From an optimization exercise on the open Yosys and OpenROAD flow, aimed at small area; shortcuts taken in it are not production practice.
Only simulation tests tie the RTL to the original design; equivalence was not proved.
The clock port is modelled as an ideal driver; clocking choices that lean on that would not hold on a real chip.
Power and IR drop assume default switching activity.

Setup of alpha:
==> flow/design.v (excerpt) <==
module conv2d_3x3_fifo_full #(
    parameter IMG_W = 128,
    parameter PIXEL_BITS = 8
)(
    input clk,
    input rst_n,
    input [PIXEL_BITS-1:0] pixel_in,
    input pixel_valid,
    output reg [PIXEL_BITS-1:0] out_pixel,
    output reg out_valid
);
Size in the first run: ~2300 cells after synthesis, ~2100 flip-flops, about 20 I/O pins, roughly 64000 um2 of cells after synthesis.
clock: 10.0 ns
lec_check: 0
cap_margin: 0
core_margin: 2
core_utilization: 60
slew_margin: 0
standard.sh (not shown) runs the stock make flow with config.mk's settings and CLKGATE_MAP_FILE= SYNTH_SCRIPT=/design/flow/synth_recipe.tcl, a recipe that flattens the netlist after the stock synthesis.
==> flow/flow/run.sh <==
#!/bin/bash
# The standard layout, with clock tree synthesis told to add no dummy loads
# and to cluster the flip-flops into larger groups per leaf buffer.
set -euo pipefail
export BUFFER_PORTS_ARGS="-buffer_cell sky130_fd_sc_hd__buf_1"
export CTS_ARGS="-sink_clustering_enable -repair_clock_nets -dont_use_dummy_load -sink_clustering_size 44 -sink_clustering_max_diameter 45 -buf_list sky130_fd_sc_hd__clkbuf_16"
bash standard.sh > standard.log 2>&1
alpha was carried through to the last stage, and its layout satisfied the timing, DRC and antenna checks.
--- input diff alpha..beta ---
==> flow/flow/run.sh <==
#!/bin/bash
# The standard layout, with clock tree synthesis told to add no dummy loads
# and to cluster the flip-flops into larger groups per leaf buffer.
set -euo pipefail
export BUFFER_PORTS_ARGS="-buffer_cell sky130_fd_sc_hd__buf_1"
export CTS_ARGS="-sink_clustering_enable -repair_clock_nets -dont_use_dummy_load -sink_clustering_size 36 -sink_clustering_max_diameter 100 -buf_list sky130_fd_sc_hd__clkbuf_16 -tree_buf sky130_fd_sc_hd__clkbuf_8"
bash standard.sh > standard.log 2>&1
- beta: all stages complete, timing, DRC and antenna checks passed
- Count of clock-buffer cells in the layout of beta falls short of that of alpha by more than half.
- Compared with alpha, in beta arrival time at the worst endpoint now sits at about the same level, tightest slew margin relative to the limit now sits higher, total of hold buffers inserted after clock tree synthesis now sits at about the same level, fill cell instance count of the final layout now sits higher, TritonCTS sink count now sits at about the same level.
- For the post-layout minimum cycle time, beta came in 0.057 ns higher than alpha did.
- Taking alpha as the reference point, the clock skew of beta rises by 0.012 ns.
- Routed wire in beta totals less than in alpha.
- Summary: setup slack, beta worse than alpha
The following lists how gamma was set up differently from beta:
==> flow/flow/run.sh <==
#!/bin/bash
# The standard layout, with clock tree synthesis told to add no dummy loads
# and to cluster the flip-flops into larger groups per leaf buffer.
set -euo pipefail
export BUFFER_PORTS_ARGS="-buffer_cell sky130_fd_sc_hd__buf_1"
export CTS_ARGS="-sink_clustering_enable -repair_clock_nets -dont_use_dummy_load -sink_clustering_size 40 -sink_clustering_max_diameter 60 -buf_list sky130_fd_sc_hd__clkbuf_16"
bash standard.sh > standard.log 2>&1
Notes after the runs:
- gamma has more setup slack than beta.
- Detailed route, gamma vs beta: via total higher for gamma
- The number of global-route vias before repair reported for gamma is greater than that of beta by 724.
- In gamma, combinational group share of total power is lower than in beta.
- Compare beta and gamma | fraction of the core area covered by cells at the end of the flow higher: gamma
- Diff beta and gamma: hold slack lower in gamma
Inputs modified between gamma and delta:
Settings: changing CORE_UTILIZATION from 60 to 80.
==> flow/flow/run.sh <==
#!/bin/bash
# The standard layout, with clock tree synthesis told to add no dummy loads
# and to cluster the flip-flops into larger groups per leaf buffer.
set -euo pipefail
export BUFFER_PORTS_ARGS="-buffer_cell sky130_fd_sc_hd__buf_1"
export CTS_ARGS="-sink_clustering_enable -repair_clock_nets -dont_use_dummy_load -sink_clustering_size 36 -sink_clustering_max_diameter 100 -buf_list sky130_fd_sc_hd__clkbuf_16"
bash standard.sh > standard.log 2>&1
[summary]
delta did not finish: a tool error stopped it during 3_5_place_dp.
Delta (delta minus gamma): average instance area after synthesis flat; net count after synthesis has remained practically unchanged; routability congestion estimate now larger.
From gamma to delta, sequential element share of the synthesized area did not move at all.
Comparing delta and gamma, the higher vertical extent of the die is on gamma.
HPWL after detailed placement: lower on gamma
~same total of flip-flops plus latches after synthesis in delta and gamma
What epsilon does differently from delta at the input level:
Settings: CORE_UTILIZATION now 60, was 80; CAP_MARGIN now 20, was 0; SLEW_MARGIN now 20, was 0.
- epsilon went all the way through synthesis, placement and routing and the layout is clean on timing, DRC and antenna.
- delta did not make it past 3_5_place_dp, where a tool error ended it.
- Synthesized instance count came out exactly the same in epsilon and delta.
- As far as portion of netlist area occupied by mux cells goes, delta and epsilon are indistinguishable; the numbers are identical.
- From delta to epsilon the numbers moved as follows: number of unique standard cell types used by synthesis held; sequential cell area fraction in the yosys report held steady.
- Diff delta -> epsilon | initial core utilization | decrease of 20 points
- Die width of epsilon exceeds that of delta by more than 10%.
- In epsilon, post-detailed-placement half-perimeter wirelength is lower than in delta.
- delta -> epsilon: count of flip-flops with a built-in enable after synthesis delta 0, exact match
- What delta reported for weighted congestion reported at the end of routability-driven placement has to be multiplied by 0.929 to get the figure for epsilon.

---

== run 1 ==
Another version of the RTL of conv2d_3x3_fifo_full (not shown whole).
Size in the first run: roughly 2100 flip-flops, roughly 20 I/O pins.
Settings: LEC_CHECK=0, CAP_MARGIN=20, CORE_MARGIN=2, CORE_UTILIZATION=60, CTS_BUF_LIST=sky130_fd_sc_hd__clkbuf_8, CTS_CLUSTER_DIAMETER=60, CTS_CLUSTER_SIZE=22, SLEW_MARGIN=20; clock period 10.0 ns.
run.sh (not shown) runs the stock make flow with config.mk's settings and CLKGATE_MAP_FILE= SYNTH_SCRIPT=/design/flow/synth_recipe.tcl, a recipe that flattens the netlist after the stock synthesis.
Stock flow here: none of the scripts above is used.
Run 1 has completed all stages; timing, DRC and antenna checks passed.
The inputs of run 2 differ from those of run 1 as listed below.
Settings: swapping 22 for 30 in CTS_CLUSTER_SIZE; swapping 60 for 70 in CORE_UTILIZATION; swapping sky130_fd_sc_hd__clkbuf_8 for sky130_fd_sc_hd__clkbuf_16 in CTS_BUF_LIST.
Results
Looking at net switching share of the total power across run 2 and run 1, the one that comes out higher is run 2. Looking at via count, run 2 sits below run 1. | count of clock-buffer cells in the layout | run 2 vs run 1 | 20% lower |. Run 2 ended up with fewer standard cells than run 1. Diff run 1 -> run 2: setup slack has decreased, power in combinational cells has increased, number of signal-net buffers in the layout has increased.
### run 2 -> run 3
Settings: clearing CTS_BUF_LIST, which used to be sky130_fd_sc_hd__clkbuf_16; clearing CTS_CLUSTER_SIZE, which used to be 30; swapping 70 for 60 in CORE_UTILIZATION; clearing CTS_CLUSTER_DIAMETER, which used to be 60.
==> flow/flow/run.sh (new file) <==
#!/bin/bash
# The standard layout, with clock tree synthesis told to add no dummy loads
# and to cluster the flip-flops into larger groups per leaf buffer.
set -euo pipefail
export CTS_ARGS="-sink_clustering_enable -repair_clock_nets -dont_use_dummy_load -sink_clustering_size 28 -sink_clustering_max_diameter 100 -buf_list sky130_fd_sc_hd__clkbuf_16"
bash standard.sh > standard.log 2>&1
==> flow/standard.sh (new file) <==
#!/bin/bash
# synth_recipe.tcl (not shown) runs the flow's synth.tcl, then flattens the netlist and writes it again
# the make line also repeats each setting of config.mk as NAME=value (left out here)
make -C /OpenROAD-flow-scripts/flow DESIGN_CONFIG=/design/flow/config.mk WORK_HOME=/design/flow/orfs CLKGATE_MAP_FILE= SYNTH_SCRIPT=/design/flow/synth_recipe.tcl "${@:-finish}"
removed: flow/run.sh
Notes after the runs:
- Lower initial antenna violation count was reported by run 2, not run 3.
- Going from run 2 to run 3, standard cell area after detailed placement grows by 260 um2.
- Between run 2 and run 3, vertical extent of the die is lower for run 2, run 3 comes in above that.
- Worst-margin pin slew (run 3 over run 2): increase, 0.012 ns
- Per the comparison of run 3 with run 2, wire length of the first global-routing pass went down, power went down.
- Compared with run 2, in run 3 fraction of met3 tracks used by global routing down 0.41 points, effective utilization at floorplan down 10 points.
diff inputs: run 3 => run 4
==> flow/flow/run.sh <==
#!/bin/bash
# The standard layout, with clock tree synthesis told to add no dummy loads
# and to cluster the flip-flops into larger groups per leaf buffer.
set -euo pipefail
export CTS_ARGS="-sink_clustering_enable -repair_clock_nets -dont_use_dummy_load -sink_clustering_size 36 -sink_clustering_max_diameter 100 -buf_list sky130_fd_sc_hd__clkbuf_16"
bash standard.sh > standard.log 2>&1
Between run 3 and run 4, share of the core filled with cells in the final layout decreased.
Count of clock-buffer cells in the layout: lower on run 4
Going from run 3 to run 4, wire length of the first global-routing pass shrank slightly.
Number of buffers created by CTS for run 4: 16 down relative to run 3
Maximum vdd drop (lower): run 3
Looking at run 3 and run 4, the global-route usage is a wash.
| net switching fraction of the power | run 3 vs run 4 | ≈ equal |
On clock network fraction of total power: run 4 sits below run 3.

---

The RTL this note starts from:
==> flow/design.v <==
`timescale 1ns/1ps
module conv2d_3x3_fifo_full #(
    parameter IMG_W = 128,
    parameter PIXEL_BITS = 8
)(
    input clk,
    input rst_n,
    input [PIXEL_BITS-1:0] pixel_in,
    input pixel_valid,
    output [PIXEL_BITS-1:0] out_pixel,
    output reg out_valid
);
    localparam N = 2*IMG_W;
    reg [PIXEL_BITS-1:0] sr [1:N];
    integer k;
    always @(posedge clk) begin
        if (pixel_valid) begin
            sr[1] <= pixel_in;
            for (k = 2; k <= N; k = k + 1)
                sr[k] <= sr[k-1];
        end
    end
    reg [$clog2(IMG_W)-1:0] cnt;
    reg full1, full2;
    always @(posedge clk or negedge rst_n) begin
        if (!rst_n) begin
            cnt <= 0; full1 <= 0; full2 <= 0;
        end else if (pixel_valid && !full2) begin
            cnt <= cnt + 1'b1;
            if (&cnt) begin
                full1 <= 1'b1;
                full2 <= full1;
            end
        end
    end
    wire [PIXEL_BITS-1:0] mid = full1 ? sr[IMG_W] : 0;
    wire [PIXEL_BITS-1:0] bot = full2 ? sr[N]     : 0;
    wire [PIXEL_BITS+1:0] v0 = pixel_in + {mid, 1'b0} + bot;
    reg  [PIXEL_BITS+1:0] v1, v2;
    wire [PIXEL_BITS+2:0] s = {1'b0, v2} - {1'b0, v0};
    reg  [PIXEL_BITS-2:0] nxt, out;
    always @(posedge clk or negedge rst_n) begin
        if (!rst_n) begin
            v1 <= 0; v2 <= 0; nxt <= 0;
            out <= 0;
            out_valid <= 0;
        end else begin
            out_valid <= pixel_valid;
            if (pixel_valid) begin
                v1 <= v0;
                v2 <= v1;
                nxt <= s[PIXEL_BITS+2:4];
                out <= nxt;
            end
        end
    end
    assign out_pixel = {out[PIXEL_BITS-2], out};
endmodule
==> flow/config.mk <==
export PLATFORM = sky130hd
export DESIGN_NAME = conv2d_3x3_fifo_full
export DESIGN_NICKNAME = conv2d_3x3_fifo_full
export VERILOG_FILES = /design/flow/design.v
export SDC_FILE = /design/flow/constraint.sdc
export NUM_CORES = 4
export LEC_CHECK = 0
export CAP_MARGIN = 0
export CORE_MARGIN = 2
export CORE_UTILIZATION = 66
export SLEW_MARGIN = 0
==> flow/constraint.sdc <==
create_clock -name core_clock -period 10.0 [get_ports {clk}]
set_input_delay 2.0000 -clock core_clock [delete_from_list [all_inputs] [get_ports {clk}]]
set_output_delay 2.0000 -clock core_clock [all_outputs]
set_load 0.01 [all_outputs]
standard.sh (not shown) runs the stock make flow with config.mk's settings and CLKGATE_MAP_FILE= SYNTH_SCRIPT=/design/flow/synth_recipe.tcl, a recipe that flattens the netlist after the stock synthesis.
==> flow/flow/run.sh <==
#!/bin/bash
# The standard layout, with clock tree synthesis told to add no dummy loads
# and to cluster the flip-flops into larger groups per leaf buffer.
set -euo pipefail
export BUFFER_PORTS_ARGS="-buffer_cell sky130_fd_sc_hd__buf_1"
export CTS_ARGS="-sink_clustering_enable -repair_clock_nets -dont_use_dummy_load -sink_clustering_size 36 -sink_clustering_max_diameter 100 -buf_list sky130_fd_sc_hd__clkbuf_16"
bash standard.sh > standard.log 2>&1
Edit:
--- a/flow/flow/run.sh
+++ b/flow/flow/run.sh
@@ -3 +3,2 @@
-# and to cluster the flip-flops into larger groups per leaf buffer.
+# and to cluster the flip-flops into larger groups per leaf buffer; its
+# upper levels then use clkbuf_8 (post_cts.tcl).
@@ -5,0 +7 @@
+export POST_CTS_TCL=$PWD/flow/post_cts.tcl
==> flow/flow/post_cts.tcl (new file) <==
# The clock tree's upper levels drive only a few leaf buffers each: use
# clkbuf_8 for them in place of clkbuf_16. The leaf buffers stay clkbuf_16.
set n 0
foreach inst [[ord::get_db_block] getInsts] {
  set name [$inst getName]
  if {[$inst getMaster] ne "" && [[$inst getMaster] getName] eq "sky130_fd_sc_hd__clkbuf_16"
      && [string match "clkbuf_*" $name] && ![string match "clkbuf_leaf_*" $name]} {
    replace_cell $name sky130_fd_sc_hd__clkbuf_8
    incr n
  }
}
puts "post_cts: $n upper clock buffers now clkbuf_8"
estimate_parasitics -placement
Settings changed: CORE_UTILIZATION 66 to 55.
Result: The changed run finished with timing, DRC and antenna clean. Combinational power came out lower by about 1%. Die area came out higher by about 20%. Area after synthesis stays the same. Register-to-register slack loses 0.03 ns. Power came out lower by 0.31%. Routed wire length came out higher by about 1.8%.
Edit:
--- a/flow/flow/run.sh
+++ b/flow/flow/run.sh
@@ -4 +4 @@
-# upper levels then use clkbuf_8 (post_cts.tcl).
+# upper levels then use clkbuf_4 (post_cts.tcl).
--- a/flow/flow/post_cts.tcl
+++ b/flow/flow/post_cts.tcl
@@ -2 +2 @@
-# clkbuf_8 for them in place of clkbuf_16. The leaf buffers stay clkbuf_16.
+# clkbuf_4 for them in place of clkbuf_16. The leaf buffers stay clkbuf_16.
@@ -8 +8 @@
-    replace_cell $name sky130_fd_sc_hd__clkbuf_8
+    replace_cell $name sky130_fd_sc_hd__clkbuf_4
@@ -12 +12 @@
-puts "post_cts: $n upper clock buffers now clkbuf_8"
+puts "post_cts: $n upper clock buffers now clkbuf_4"
Worst setup slack gains 0.22 ns.
Cell count hardly moves.
Clock skew grows by 0.042 ns.
Power shrinks by 0.45%.
Wire length hardly moves.
Sequential share of layout area hardly moves.
Utilization barely changes.
Final area hardly moves.
Edit:
--- a/flow/flow/run.sh
+++ b/flow/flow/run.sh
@@ -3,2 +3 @@
-# and to cluster the flip-flops into larger groups per leaf buffer; its
-# upper levels then use clkbuf_4 (post_cts.tcl).
+# and to cluster the flip-flops into larger groups per leaf buffer.
@@ -7 +5,0 @@
-export POST_CTS_TCL=$PWD/flow/post_cts.tcl
removed: flow/flow/post_cts.tcl
=> Hold slack barely changes; total power increases by 1.1%; die area does not change; maximum frequency decreases by 6.0%.

[re-timing with driven ports]
How much do the figures lean on ideal ports? The routed layouts below were timed once more, with nothing changed but the port constraints.
Step 1 (the two cells are an assumption about what drives the block):
set clk [get_ports {clk}]
set_driving_cell -lib_cell sky130_fd_sc_hd__clkbuf_16 $clk
set_driving_cell -lib_cell sky130_fd_sc_hd__buf_2 [delete_from_list [all_inputs] $clk]
Step 2 times the ports against the registers' clock, not the clock port: input delays grow and output delays shrink by t, the midpoint of the rising clock arrivals with the driver on.
a / b / c = ideal / step 1 / step 2; a / b = the first two.
run | t (ns) | setup WS [ns] | cell pins on the clock port's net
alpha | 0.780 | 4.894 / 4.935 / 4.155 | 1
beta | 0.714 | 4.837 / 4.878 / 4.163 | 1
gamma | 0.774 | 4.917 / 4.958 / 4.183 | 1
epsilon | 0.716 | 4.834 / 4.874 / 4.158 | 1
run 1 | 0.881 | 4.673 / 4.717 / 3.836 | 1
run 2 | 0.762 | 4.497 / 4.538 / 3.775 | 1
run 3 | 0.722 | 4.481 / 4.529 / 3.808 | 1
run 4 | 0.712 | 4.504 / 4.550 / 3.838 | 1
the first run of note 3 | 0.697 | 4.708 / 4.750 / 4.053 | 1
the second run of note 3 | 0.799 | 4.812 / 4.854 / 4.055 | 1
the third run of note 3 | 1.043 | 5.033 / 5.073 / 4.029 | 1
the fourth run of note 3 | 0.695 | 4.715 / 4.761 / 4.066 | 1
After both steps every run listed still meets setup and hold. The setup slack of the third run of note 3, which loses most, moves by +0.040 ns with the drivers and by -1.004 ns with both steps.
